From an optimization exercise on the open Yosys and OpenROAD flow, aimed at small area, a short achievable clock period and few clock cycles per item; shortcuts taken in it are not production practice. Where RTL was checked, it was by simulation tests only, not by an equivalence proof against the original. No activity file was given, so power comes from the tool's default toggle rates.

==> quartz <==
// mac
module mac (
    input  wire        clk,
    input  wire        rst,
    input  wire [31:0] x,
    input  wire [31:0] y,
    input  wire        start,
    output wire [31:0] z,
    output wire        busy
  );
export LEC_CHECK = 0
export CAP_MARGIN = 20
export CORE_MARGIN = 2
export CORE_UTILIZATION = 40
export SETUP_SLACK_MARGIN = 2.3
export SLEW_MARGIN = 20
export SYNTH_HIERARCHICAL = 1
export SYNTH_MINIMUM_KEEP_SIZE = 0
create_clock -name core_clock -period 7.0 [get_ports {clk}]
standard.sh (not shown) runs the stock make flow with config.mk's settings and CLKGATE_MAP_FILE= SYNTH_SCRIPT=/design/flow/synth_recipe.tcl, a recipe that flattens the netlist after the stock synthesis.
==> flow/flow/run.sh <==
#!/bin/bash
# The standard layout (standard.sh), with port buffers of the given cell instead
# of the one buffer_ports picks by default.  make's output goes to standard.log;
# ORFS keeps each step's log under orfs/logs.
set -euo pipefail
export BUFFER_PORTS_ARGS="-buffer_cell sky130_fd_sc_hd__buf_2"
bash standard.sh > standard.log 2>&1
==> willow (differences from quartz) <==
SETUP_SLACK_MARGIN = 2.35   (was 2.3)
==> sierra (differences from quartz) <==
CTS_BUF_LIST = sky130_fd_sc_hd__clkbuf_8   (was default)
==> qor summary <==
metric                                                                                                    quartz                   willow                   sierra
PD cells                                                                                           474.8 mW/mm^2            489.1 mW/mm^2            470.9 mW/mm^2
First-pass iteration count of the detailed router                                                              5                        4                        5
Required arrival time at the worst endpoint                                                              7030 ps                  7040 ps                  7050 ps
DR iter-0 viols                                                                                              323                      249                      314
Hold_ws                                                                                                  1645 ps                  1667 ps                  1620 ps
Wire length of the first global-routing pass                                                            33230 um                 33290 um                 33290 um
Synthesis-to-finish area growth                                                                           10.44%                   10.79%                   9.580%
Clock transition at the register clock pins on the worst setup and hold paths after CTS                    60 ps                    60 ps                    80 ps
Status                                                                                   complete, no violations  complete, no violations  complete, no violations
Drt via density                                                                                            5.332                    5.257                    5.301
Non-clock buffering overhead in the final layout                                                          6.048%                   5.853%                   6.007%
Switching share of power                                                                                  47.44%                   46.89%                   48.03%
DP Worst Slack                                                                                           2002 ps                  2059 ps                  2002 ps
Proportion of cell area occupied by multi-input gates                                                     74.04%                   74.40%                   74.59%
Power of the clock network                                                                              0.223 mW                 0.218 mW                 0.155 mW
Data arrival time of the critical path                                                                   4620 ps                  4640 ps                  4660 ps
Worst setup path start                                                                                     y[12]                     y[2]                    y[21]
VDD IR max                                                                                              319.9 uV                 266.2 uV                 328.2 uV
Sequential-cell power consumption                                                                       0.576 mW                 0.577 mW                 0.576 mW
Design internal power                                                                                   2.117 mW                 2.210 mW                 2.059 mW
Testbench counts of quartz, summed over its fixed seeds: cycles 512, items 512.
Testbench counts of willow, summed over its fixed seeds: cycles 512, items 512.
Testbench counts of sierra, summed over its fixed seeds: cycles 512, items 512.


==> run A <==
Another version of the RTL of mac (not shown whole).
// mac
module mac (
    input  wire        clk,
    input  wire        rst,
    input  wire [31:0] x,
    input  wire [31:0] y,
    input  wire        start,
    output wire [31:0] z,
    output wire        busy
  );
clock: 7.0 ns
lec_check: 0
cap_margin: 20
core_margin: 2
core_utilization: 40
setup_slack_margin: 2.75
slew_margin: 20
synth_hierarchical: 1
synth_minimum_keep_size: 0
Scripts as last shown in full above: flow/flow/run.sh
==> inputs of run Y, as changes to run A <==
--- a/flow/design.v
+++ b/flow/design.v
@@ -751,114 +751,12 @@
   mac_fa u508 (.a(r[41]), .b(c505), .ci(s507), .s(s508), .co(c508));
   wire s509, c509;
   mac_fa u509 (.a(r[42]), .b(r[43]), .ci(c507), .s(s509), .co(c509));
   wire s510, c510;
   mac_fa u510 (.a(r[44]), .b(r[45]), .ci(r[46]), .s(s510), .co(c510));
-  wire g0 = r[0] & 1'b0;
-  wire p0 = r[0] ^ 1'b0;
-  wire g1 = r[1] & 1'b0;
-  wire p1 = r[1] ^ 1'b0;
-  wire g2 = r[2] & 1'b0;
-  wire p2 = r[2] ^ 1'b0;
-  wire g3 = r[3] & 1'b0;
-  wire p3 = r[3] ^ 1'b0;
-  wire g4 = s483 & 1'b0;
-  wire p4 = s483 ^ 1'b0;
-  wire g5 = s484 & 1'b0;
-  wire p5 = s484 ^ 1'b0;
-  wire g6 = s486 & c484;
-  wire p6 = s486 ^ c484;
-  wire g7 = c487 & s489;
-  wire p7 = c487 ^ s489;
-  wire g8 = s492 & s493;
-  wire p8 = s492 ^ s493;
-  wire g9 = s496 & s497;
-  wire p9 = s496 ^ s497;
-  wire g10 = c498 & s501;
-  wire p10 = c498 ^ s501;
-  wire g11 = c501 & s504;
-  wire p11 = c501 ^ s504;
-  wire g12 = c504 & s506;
-  wire p12 = c504 ^ s506;
-  wire g13 = s508 & c506;
-  wire p13 = s508 ^ c506;
-  wire g14 = c508 & s509;
-  wire p14 = c508 ^ s509;
-  wire g15 = s510 & c509;
-  wire p15 = s510 ^ c509;
-  wire g16 = r[47] & c510;
-  wire p16 = r[47] ^ c510;
-  wire G1_1 = g1 | (p1 & g0);
-  wire P1_1 = p1 & p0;
-  wire G1_3 = g3 | (p3 & g2);
-  wire P1_3 = p3 & p2;
-  wire G1_5 = g5 | (p5 & g4);
-  wire P1_5 = p5 & p4;
-  wire G1_7 = g7 | (p7 & g6);
-  wire P1_7 = p7 & p6;
-  wire G1_9 = g9 | (p9 & g8);
-  wire P1_9 = p9 & p8;
-  wire G1_11 = g11 | (p11 & g10);
-  wire P1_11 = p11 & p10;
-  wire G1_13 = g13 | (p13 & g12);
-  wire P1_13 = p13 & p12;
-  wire G1_15 = g15 | (p15 & g14);
-  wire P1_15 = p15 & p14;
-  wire G2_2 = g2 | (p2 & G1_1);
-  wire P2_2 = p2 & P1_1;
-  wire G2_3 = G1_3 | (P1_3 & G1_1);
-  wire P2_3 = P1_3 & P1_1;
-  wire G2_6 = g6 | (p6 & G1_5);
-  wire P2_6 = p6 & P1_5;
-  wire G2_7 = G1_7 | (P1_7 & G1_5);
-  wire P2_7 = P1_7 & P1_5;
-  wire G2_10 = g10 | (p10 & G1_9);
-  wire P2_10 = p10 & P1_9;
-  wire G2_11 = G1_11 | (P1_11 & G1_9);
-  wire P2_11 = P1_11 & P1_9;
-  wire G2_14 = g14 | (p14 & G1_13);
-  wire P2_14 = p14 & P1_13;
-  wire G2_15 = G1_15 | (P1_15 & G1_13);
-  wire P2_15 = P1_15 & P1_13;
-  wire G4_4 = g4 | (p4 & G2_3);
-  wire P4_4 = p4 & P2_3;
-  wire G4_5 = G1_5 | (P1_5 & G2_3);
-  wire P4_5 = P1_5 & P2_3;
-  wire G4_6 = G2_6 | (P2_6 & G2_3);
-  wire P4_6 = P2_6 & P2_3;
-  wire G4_7 = G2_7 | (P2_7 & G2_3);
-  wire P4_7 = P2_7 & P2_3;
-  wire G4_12 = g12 | (p12 & G2_11);
-  wire P4_12 = p12 & P2_11;
-  wire G4_13 = G1_13 | (P1_13 & G2_11);
-  wire P4_13 = P1_13 & P2_11;
-  wire G4_14 = G2_14 | (P2_14 & G2_11);
-  wire P4_14 = P2_14 & P2_11;
-  wire G4_15 = G2_15 | (P2_15 & G2_11);
-  wire P4_15 = P2_15 & P2_11;
-  wire G8_8 = g8 | (p8 & G4_7);
-  wire P8_8 = p8 & P4_7;
-  wire G8_9 = G1_9 | (P1_9 & G4_7);
-  wire P8_9 = P1_9 & P4_7;
-  wire G8_10 = G2_10 | (P2_10 & G4_7);
-  wire P8_10 = P2_10 & P4_7;
-  wire G8_11 = G2_11 | (P2_11 & G4_7);
-  wire P8_11 = P2_11 & P4_7;
-  wire G8_12 = G4_12 | (P4_12 & G4_7);
-  wire P8_12 = P4_12 & P4_7;
-  wire G8_13 = G4_13 | (P4_13 & G4_7);
-  wire P8_13 = P4_13 & P4_7;
-  wire G8_14 = G4_14 | (P4_14 & G4_7);
-  wire P8_14 = P4_14 & P4_7;
-  wire G8_15 = G4_15 | (P4_15 & G4_7);
-  wire P8_15 = P4_15 & P4_7;
-  wire [2:0] sgn;
-  mac_sgn1 usgn0 (.g(g16), .p(p16), .c(G8_15), .s(sgn[0]));
-  mac_sgn1 usgn1 (.g(g16), .p(p16), .c(G8_15), .s(sgn[1]));
-  mac_sgn1 usgn2 (.g(g16), .p(p16), .c(G8_15), .s(sgn[2]));
-  assign z    = {sgn[2], sgn[2], sgn[2], sgn[2], sgn[2], sgn[1], sgn[1], sgn[1], sgn[1], sgn[1], sgn[0], sgn[0], sgn[0], sgn[0], sgn[0],
-                 ~(p16 ^ G8_15), ~(p15 ^ G8_14), ~(p14 ^ G8_13), ~(p13 ^ G8_12), ~(p12 ^ G8_11), ~(p11 ^ G8_10), ~(p10 ^ G8_9), ~(p9 ^ G8_8), ~(p8 ^ G4_7), ~(p7 ^ G4_6), ~(p6 ^ G4_5), ~(p5 ^ G4_4), ~(p4 ^ G2_3), ~(p3 ^ G2_2), ~(p2 ^ G1_1), ~(p1 ^ g0), ~p0};
+  wire [17:0] sum = ~({1'b1, r[47], s510, c508, s508, c504, c501, c498, s496, s492, c487, s486, s484, s483, r[3], r[2], r[1], r[0]} + {1'b0, c510, c509, s509, c506, s506, s504, s501, s497, s493, s489, c484, 1'b0, 1'b0, 1'b0, 1'b0, 1'b0, 1'b0});
+  assign z    = {{14{sum[17]}}, sum};
   assign busy = 1'b0;
 endmodule
 module mac_fa (
     input  wire a,
     input  wire b,
@@ -867,30 +765,5 @@
     output wire co
   );
   assign s  = a ^ b ^ ci;
   assign co = (a & b) | (a & ci) | (b & ci);
 endmodule
-module mac_sgn (
-    input  wire t,
-    input  wire g,
-    input  wire p,
-    input  wire c,
-    output wire s
-  );
-  assign s = ~(t ^ (g | (p & c)));
-endmodule
-module mac_sgn0 (
-    input  wire g,
-    input  wire p,
-    input  wire c,
-    output wire s
-  );
-  assign s = ~(g | (p & c));
-endmodule
-module mac_sgn1 (
-    input  wire g,
-    input  wire p,
-    input  wire c,
-    output wire s
-  );
-  assign s = g | (p & c);
-endmodule
SETUP_SLACK_MARGIN = unset   (was 2.75)
==> inputs of run G, as changes to run A <==
SETUP_SLACK_MARGIN = unset   (was 2.75)
==> inputs of run D, as changes to run A <==
SETUP_SLACK_MARGIN = 2.6   (was 2.75)
==> impl_metrics.tcl <==
set metrics [dict create \
    status "no timing/DRC/antenna violations" \
    synth_cell_types 23 \
    nets 1053 \
    slowest_stage "fa_1" \
    power_leakage_nw 3.411 \
    seq_share 0.1612 \
    yosys.area_share.simple 0.1528 \
    nonClkBufAreaFrac 0.05597 \
]
[end of results for run D]
==> impl_metrics.tcl <==
set metrics [dict create \
    nonClkBufAreaFrac 0.06866 \
    hold_viol_final 0 \
    cts_tree "done" \
    synth_cell_types 23 \
    slowest_delay_ns 0.53 \
    seq_share 0.1588 \
    status "no timing/DRC/antenna violations" \
    slowest_stage "fa_2" \
    power_leakage_nw 3.445 \
    synth_mux_area_frac 0 \
]
[end of results for run A]
==> impl_metrics.tcl <==
set metrics [dict create \
    ant_nets 0 \
    slowest_stage "fa_1" \
    status "no timing/DRC/antenna violations" \
    seq_share 0.1623 \
    final_common_cell "fa_1" \
    yosys.area_share.simple 0.1493 \
    nonClkBufAreaFrac 0.05467 \
    synth_cell_types 30 \
    clock_buffers 5 \
    cts_tree "done" \
    power.density_nw_per_um2 567.4 \
]
[end of results for run Y]
==> impl_metrics.tcl <==
set metrics [dict create \
    nonClkBufAreaFrac 0.05511 \
    relSlewSlack 0.3462 \
    p_comb_frac 0.803 \
    slowest_stage "fa_1" \
    yosys.area_share.simple 0.1528 \
    multiInputGateArea_sq_um 6267 \
    synth_cell_types 23 \
    nets 1051 \
    power_leakage_nw 3.396 \
    port_buffers 97 \
    status "no timing/DRC/antenna violations" \
    synth-edff-count 48 \
    ant_nets 0 \
    reg_top3 "r: 48 flops" \
]
[end of results for run G]
No functional check of the RTL was part of any run of this note.

==> separate check: timing with driven ports <==
In the flow no input, the clock included, has a driving cell. The finished layouts below were timed again as built, in two steps.
Step 1 sets driving cells, clkbuf_16 on the clock port and buf_2 on the other inputs (assumed; they add their load-dependent delay and slew).
Step 2, shift: input delay + t, output delay - t, t = (earliest + latest rising clock arrival at the registers) / 2. This alone moves slack from input paths to output paths.
Slacks: no drivers / after step 1 / after step 2; pairs: no drivers / after step 1.
run	t, ns	setup slack, ns	worst hold slack (ns)
quartz	0.329	2.410 / 2.418 / 2.089	1.645 / 1.641 / 1.874
willow	0.335	2.395 / 2.416 / 2.081	1.667 / 1.650 / 1.878
sierra	0.346	2.394 / 2.387 / 2.041	1.620 / 1.620 / 1.886
run A	0.323	2.220 / 2.181 / 2.465	1.660 / 1.644 / 1.891
run Y	0.322	1.937 / 1.899 / 2.221	1.649 / 1.633 / 1.878
run G	0.313	2.092 / 2.057 / 2.370	1.658 / 1.644 / 1.877
run D	0.319	2.261 / 2.223 / 2.457	1.657 / 1.640 / 1.883
After both steps every run listed still meets setup and hold. The setup slack of sierra, which loses most, moves by -0.007 ns with the drivers and by -0.353 ns with both steps.
